This is an optimization exercise on Yosys and OpenROAD, whose aim is small area and a short achievable clock period, not a production implementation.
RTL that was checked went through simulation tests only; none was proved equivalent to the original.
Power is estimated from default activity; no workload was simulated.

==> inputs of cedar <==
==> flow/design.v <==
module sigmoid8_pla #(
    parameter WIDTH = 16,
    parameter SLICES = 8,
    parameter FP = 12
) (
    input wire clk,
    input wire rst,
    input wire signed [WIDTH - 1:0] x,
    output wire [WIDTH - 1:0] y
);
    reg [15:0] x_reg;
    always @(posedge clk) x_reg <= x;
    reg [11:0] r_reg;
    reg [13:1] r3_reg;
    reg [4:0]  q_reg;
    always @(posedge clk) begin
        r_reg  <= x_reg[11:0];
        r3_reg <= ({1'b0, x_reg[11:0], 1'b0} + {2'b0, x_reg[11:0]}) >> 1;
        q_reg  <= x_reg[15:11];
    end
    wire [13:0] r3 = {r3_reg, r_reg[0]};
    wire z = ~|r_reg[10:0];
    reg s23, s99, s369, s867;
    always @(*) begin
        s23 = 1'b0; s99 = 1'b0; s369 = 1'b0; s867 = 1'b0;
        case (q_reg)
            5'd20, 5'd21, 5'd22, 5'd9, 5'd10, 5'd11: s23 = 1'b1;
            5'd23, 5'd24, 5'd25, 5'd6, 5'd7, 5'd8: s99 = 1'b1;
            5'd26, 5'd27, 5'd28, 5'd3, 5'd4, 5'd5: s369 = 1'b1;
            5'd29, 5'd30, 5'd31, 5'd0, 5'd1, 5'd2: s867 = 1'b1;
            default: ;
        endcase
    end
    reg [12:0] tt;
    always @(*) begin
        case ({q_reg, z})
            6'd32: tt = 13'd0;
            6'd33: tt = 13'd0;
            6'd34: tt = 13'd0;
            6'd35: tt = 13'd0;
            6'd36: tt = 13'd0;
            6'd37: tt = 13'd0;
            6'd38: tt = 13'd0;
            6'd39: tt = 13'd0;
            6'd40: tt = 13'd11;
            6'd41: tt = 13'd8191;
            6'd42: tt = 13'd11;
            6'd43: tt = 13'd11;
            6'd44: tt = 13'd34;
            6'd45: tt = 13'd34;
            6'd46: tt = 13'd8190;
            6'd47: tt = 13'd8189;
            6'd48: tt = 13'd97;
            6'd49: tt = 13'd97;
            6'd50: tt = 13'd97;
            6'd51: tt = 13'd97;
            6'd52: tt = 13'd173;
            6'd53: tt = 13'd176;
            6'd54: tt = 13'd173;
            6'd55: tt = 13'd173;
            6'd56: tt = 13'd542;
            6'd57: tt = 13'd542;
            6'd58: tt = 13'd314;
            6'd59: tt = 13'd313;
            6'd60: tt = 13'd1181;
            6'd61: tt = 13'd1181;
            6'd62: tt = 13'd1181;
            6'd63: tt = 13'd1181;
            6'd0: tt = 13'd2048;
            6'd1: tt = 13'd2048;
            6'd2: tt = 13'd2048;
            6'd3: tt = 13'd2048;
            6'd4: tt = 13'd2915;
            6'd5: tt = 13'd2915;
            6'd6: tt = 13'd3145;
            6'd7: tt = 13'd3144;
            6'd8: tt = 13'd3514;
            6'd9: tt = 13'd3514;
            6'd10: tt = 13'd3514;
            6'd11: tt = 13'd3514;
            6'd12: tt = 13'd3900;
            6'd13: tt = 13'd3903;
            6'd14: tt = 13'd3900;
            6'd15: tt = 13'd3900;
            6'd16: tt = 13'd3999;
            6'd17: tt = 13'd3999;
            6'd18: tt = 13'd4037;
            6'd19: tt = 13'd4036;
            6'd20: tt = 13'd4060;
            6'd21: tt = 13'd4060;
            6'd22: tt = 13'd4060;
            6'd23: tt = 13'd4060;
            6'd24: tt = 13'd4096;
            6'd25: tt = 13'd4084;
            6'd26: tt = 13'd4096;
            6'd27: tt = 13'd4096;
            6'd28: tt = 13'd4096;
            6'd29: tt = 13'd4096;
            6'd30: tt = 13'd4096;
            6'd31: tt = 13'd4096;
            default: tt = 13'd0;
        endcase
    end
    wire [22:0] ta = ({23{s23}}  & {6'd0, r3, 3'd0}) |
                     ({23{s99}}  & {4'd0, r3, 5'd0}) |
                     ({23{s369}} & {2'd0, r3, 7'd0}) |
                     ({23{s867}} & {1'd0, r3, 8'd0}) |
                     {20'd0, s369, 1'b0, s23 | s369};
    wire [22:0] tb = ({23{s23}}  & {11'd0, ~r_reg}) |
                     ({23{s99}}  & {9'd0, r3}) |
                     ({23{s369}} & {7'd0, ~r3, 2'd0}) |
                     ({23{s867}} & {4'd0, r3, 5'd0});
    wire [22:0] tc = ({23{s369}} & {9'd0, ~r3}) |
                     ({23{s867}} & {9'd0, r3});
    wire [22:0] s1 = ta ^ tb ^ tc;
    wire [23:0] c1 = {(ta & tb) | (ta & tc) | (tb & tc), 1'b0};
    wire [12:0] lo = {1'b0, s1[11:0]} + {1'b0, c1[11:0]};
    wire [12:0] u1 = {2'b0, s1[22:12]};
    wire [12:0] u2 = {1'b0, c1[23:12]};
    wire [12:0] us = u1 ^ u2 ^ tt;
    wire [12:0] uc = {(u1[11:0] & u2[11:0]) | (u1[11:0] & tt[11:0]) | (u2[11:0] & tt[11:0]), 1'b0};
    reg [12:0] hs_reg;
    reg [12:1] hc_reg;
    reg        lc_reg;
    always @(posedge clk) begin
        hs_reg <= us;
        hc_reg <= uc[12:1];
        lc_reg <= lo[12];
    end
    reg [12:0] y_reg;
    always @(posedge clk or posedge rst) begin
        if (rst) y_reg <= 13'd0;
        else     y_reg <= hs_reg + {hc_reg, 1'b0} + {12'd0, lc_reg};
    end
    assign y = {3'b000, y_reg};
endmodule
==> flow/run.sh <==
#!/bin/bash
# synth_recipe.tcl (not shown) runs the flow's synth.tcl, then flattens the netlist and writes it again
# the make line also repeats each setting of config.mk as NAME=value (left out here)
make -C /OpenROAD-flow-scripts/flow DESIGN_CONFIG=/design/flow/config.mk WORK_HOME=/design/flow/orfs CLKGATE_MAP_FILE= SYNTH_SCRIPT=/design/flow/synth_recipe.tcl finish
==> flow/config.mk <==
export PLATFORM = sky130hd
export DESIGN_NAME = sigmoid8_pla
export DESIGN_NICKNAME = sigmoid8_pla
export VERILOG_FILES = /design/flow/design.v
export SDC_FILE = /design/flow/constraint.sdc
export NUM_CORES = 4
export LEC_CHECK = 0
export ABC_CLOCK_PERIOD_IN_PS = 1200
export CAP_MARGIN = 20
export CORE_MARGIN = 2
export CORE_UTILIZATION = 40
export SETUP_SLACK_MARGIN = 3.2
export SLEW_MARGIN = 20
==> flow/constraint.sdc <==
create_clock -name core_clock -period 5.5 [get_ports {clk}]
set_input_delay 1.1000 -clock core_clock [delete_from_list [all_inputs] [get_ports {clk}]]
set_output_delay 1.1000 -clock core_clock [all_outputs]
set_load 0.01 [all_outputs]
==> violet: changes against cedar <==
==> flow/design.v, changed modules only <==
module sigmoid8_pla #(
    parameter WIDTH = 16,
    parameter SLICES = 8,
    parameter FP = 12
) (
    input wire clk,
    input wire rst,
    input wire signed [WIDTH - 1:0] x,
    output wire [WIDTH - 1:0] y
);
    localparam [64*13-1:0] TTAB = {13'd1181, 13'd1181, 13'd1181, 13'd1181, 13'd313, 13'd314, 13'd542, 13'd542, 13'd173, 13'd173, 13'd176, 13'd173, 13'd97, 13'd97, 13'd97, 13'd97, 13'd8189, 13'd8190, 13'd34, 13'd34, 13'd11, 13'd11, 13'd8191, 13'd11, 13'd0, 13'd0, 13'd0, 13'd0, 13'd0, 13'd0, 13'd0, 13'd0, 13'd4096, 13'd4096, 13'd4096, 13'd4096, 13'd4096, 13'd4096, 13'd4084, 13'd4096, 13'd4060, 13'd4060, 13'd4060, 13'd4060, 13'd4036, 13'd4037, 13'd3999, 13'd3999, 13'd3900, 13'd3900, 13'd3903, 13'd3900, 13'd3514, 13'd3514, 13'd3514, 13'd3514, 13'd3144, 13'd3145, 13'd2915, 13'd2915, 13'd2048, 13'd2048, 13'd2048, 13'd2048};
    reg [15:0] x_reg;
    always @(posedge clk) x_reg <= x;
    reg [11:0] r_reg;
    reg [13:1] r3_reg;
    reg [4:0]  q_reg;
    reg        z_reg;
    always @(posedge clk) begin
        r_reg  <= x_reg[11:0];
        r3_reg <= ({1'b0, x_reg[11:0], 1'b0} + {2'b0, x_reg[11:0]}) >> 1;
        q_reg  <= x_reg[15:11];
        z_reg  <= ~|x_reg[10:0];
    end
    wire [13:0] r3 = {r3_reg, r_reg[0]};
    reg s23, s99, s369, s867;
    always @(*) begin
        s23 = 1'b0; s99 = 1'b0; s369 = 1'b0; s867 = 1'b0;
        case (q_reg)
            5'd20, 5'd21, 5'd22, 5'd9, 5'd10, 5'd11: s23 = 1'b1;
            5'd23, 5'd24, 5'd25, 5'd6, 5'd7, 5'd8: s99 = 1'b1;
            5'd26, 5'd27, 5'd28, 5'd3, 5'd4, 5'd5: s369 = 1'b1;
            5'd29, 5'd30, 5'd31, 5'd0, 5'd1, 5'd2: s867 = 1'b1;
            default: ;
        endcase
    end
    wire [12:0] tt = TTAB[{q_reg, z_reg}*13 +: 13];
    wire [22:0] ta = ({23{s23}}  & {6'd0, r3, 3'd0}) |
                     ({23{s99}}  & {4'd0, r3, 5'd0}) |
                     ({23{s369}} & {2'd0, r3, 7'd0}) |
                     ({23{s867}} & {1'd0, r3, 8'd0}) |
                     {20'd0, s369, 1'b0, s23 | s369};
    wire [22:0] tb = ({23{s23}}  & {11'd0, ~r_reg}) |
                     ({23{s99}}  & {9'd0, r3}) |
                     ({23{s369}} & {7'd0, ~r3, 2'd0}) |
                     ({23{s867}} & {4'd0, r3, 5'd0});
    wire [22:0] tc = ({23{s369}} & {9'd0, ~r3}) |
                     ({23{s867}} & {9'd0, r3});
    wire [24:0] s1 = {2'b0, ta ^ tb ^ tc};
    wire [24:0] c1 = {1'b0, (ta & tb) | (ta & tc) | (tb & tc), 1'b0};
    wire [8:0] lo = {1'b0, s1[7:0]} + {1'b0, c1[7:0]};
    wire [16:0] u1 = s1[24:8];
    wire [16:0] u2 = c1[24:8];
    wire [16:0] u3 = {tt, {(4){1'b0}}};
    wire [16:0] us = u1 ^ u2 ^ u3;
    wire [16:0] uc = {(u1[15:0] & u2[15:0]) | (u1[15:0] & u3[15:0]) | (u2[15:0] & u3[15:0]), 1'b0};
    reg [16:0] hs_reg;
    reg [16:1] hc_reg;
    reg         lc_reg;
    always @(posedge clk) begin
        hs_reg <= us;
        hc_reg <= uc[16:1];
        lc_reg <= lo[8];
    end
    wire [16:0] ysum = hs_reg + {hc_reg, 1'b0} + {{(16){1'b0}}, lc_reg};
    reg [12:0] y_reg;
    always @(posedge clk or posedge rst) begin
        if (rst) y_reg <= 13'd0;
        else     y_reg <= ysum[16:4];
    end
    assign y = {3'b000, y_reg};
endmodule
==> flow/flow/run.sh (new file) <==
#!/bin/bash
# Own layout flow: the standard ORFS flow (standard.sh, unchanged synthesis),
# with a plain buffer on every port instead of the delay cells buffer_ports
# picks by default, and a clock tree with fewer, smaller buffers.
set -euo pipefail
export BUFFER_PORTS_ARGS="-buffer_cell ${OWN_PORT_BUF:-sky130_fd_sc_hd__buf_2}"
export CTS_ARGS="-sink_clustering_enable -repair_clock_nets -sink_clustering_size ${OWN_CTS_SIZE:-30} -sink_clustering_max_diameter ${OWN_CTS_DIAM:-80} -buf_list ${OWN_CTS_BUF:-sky130_fd_sc_hd__clkbuf_8} -dont_use_dummy_load"
bash standard.sh > standard_flow.log 2>&1
==> flow/standard.sh (new file) <==
#!/bin/bash
# synth_recipe.tcl (not shown) runs the flow's synth.tcl, then flattens the netlist and writes it again
# the make line also repeats each setting of config.mk as NAME=value (left out here)
make -C /OpenROAD-flow-scripts/flow DESIGN_CONFIG=/design/flow/config.mk WORK_HOME=/design/flow/orfs CLKGATE_MAP_FILE= SYNTH_SCRIPT=/design/flow/synth_recipe.tcl "${@:-finish}"
--- a/flow/config.mk
+++ b/flow/config.mk
@@ -7,7 +7,6 @@
 export LEC_CHECK = 0
-export ABC_CLOCK_PERIOD_IN_PS = 1200
 export CAP_MARGIN = 20
 export CORE_MARGIN = 2
-export CORE_UTILIZATION = 40
-export SETUP_SLACK_MARGIN = 3.2
+export CORE_UTILIZATION = 65
+export SETUP_SLACK_MARGIN = 3.3
 export SLEW_MARGIN = 20
removed: flow/run.sh
==> summary of the runs <==
Between cedar and violet, the lower die area is in violet (gap 55%, measured against violet).
Hold slack: violet is higher than cedar (45 ps).
Cell count: violet is lower than cedar (8.3%).
Against cedar, the non-clock buffer count of violet is lower by 1.
Between cedar and violet, the lower synthesized area is in cedar (gap 3.2%, measured against violet).
==> figures <==
Status: cedar complete, no violations; violet complete, no violations
Standard cell core area: cedar 0.01216 mm^2; violet 0.007727 mm^2
Number of buffers inserted to repair setup after CTS: cedar 12; violet 6
Width of the die: cedar 116.2 um; violet 93.43 um
Switching share of power: cedar 33.50%; violet 34.07%
Largest net degree at the start of global routing: cedar 24; violet 30
Worst-case setup slack after placement: cedar 2367 ps; violet 2545 ps
Number of sequential cells in the layout: cedar 86; violet 95
Synthesized instance count: cedar 552; violet 568
Post-layout instance count excluding filler cells: cedar 760; violet 697
Quantity of gates resized following cts: cedar 39; violet 21
No functional check of the RTL was part of cedar.

## re-timing with driven ports
How much do the figures lean on ideal ports? The routed layouts below were timed once more, with nothing changed but the port constraints.
Step 1: set_driving_cell puts a clkbuf_16 on clk and a buf_2 on each other input, an assumption about the parent block.
Step 2 also shifts input and output timing later by t, the mid clock arrival at the registers, as if the neighbouring blocks saw the same clock.
Slacks: ideal / step 1 / step 2; pairs: ideal / step 1.
run | t (ns) | setup WS [ns] | clock arrival spread, ns
cedar | 0.385 | 3.081 / 3.081 / 3.081 | 0.006 / 0.007
violet | 0.368 | 3.267 / 3.267 / 3.267 | 0.036 / 0.036
After both steps setup and hold are still met in every run listed.
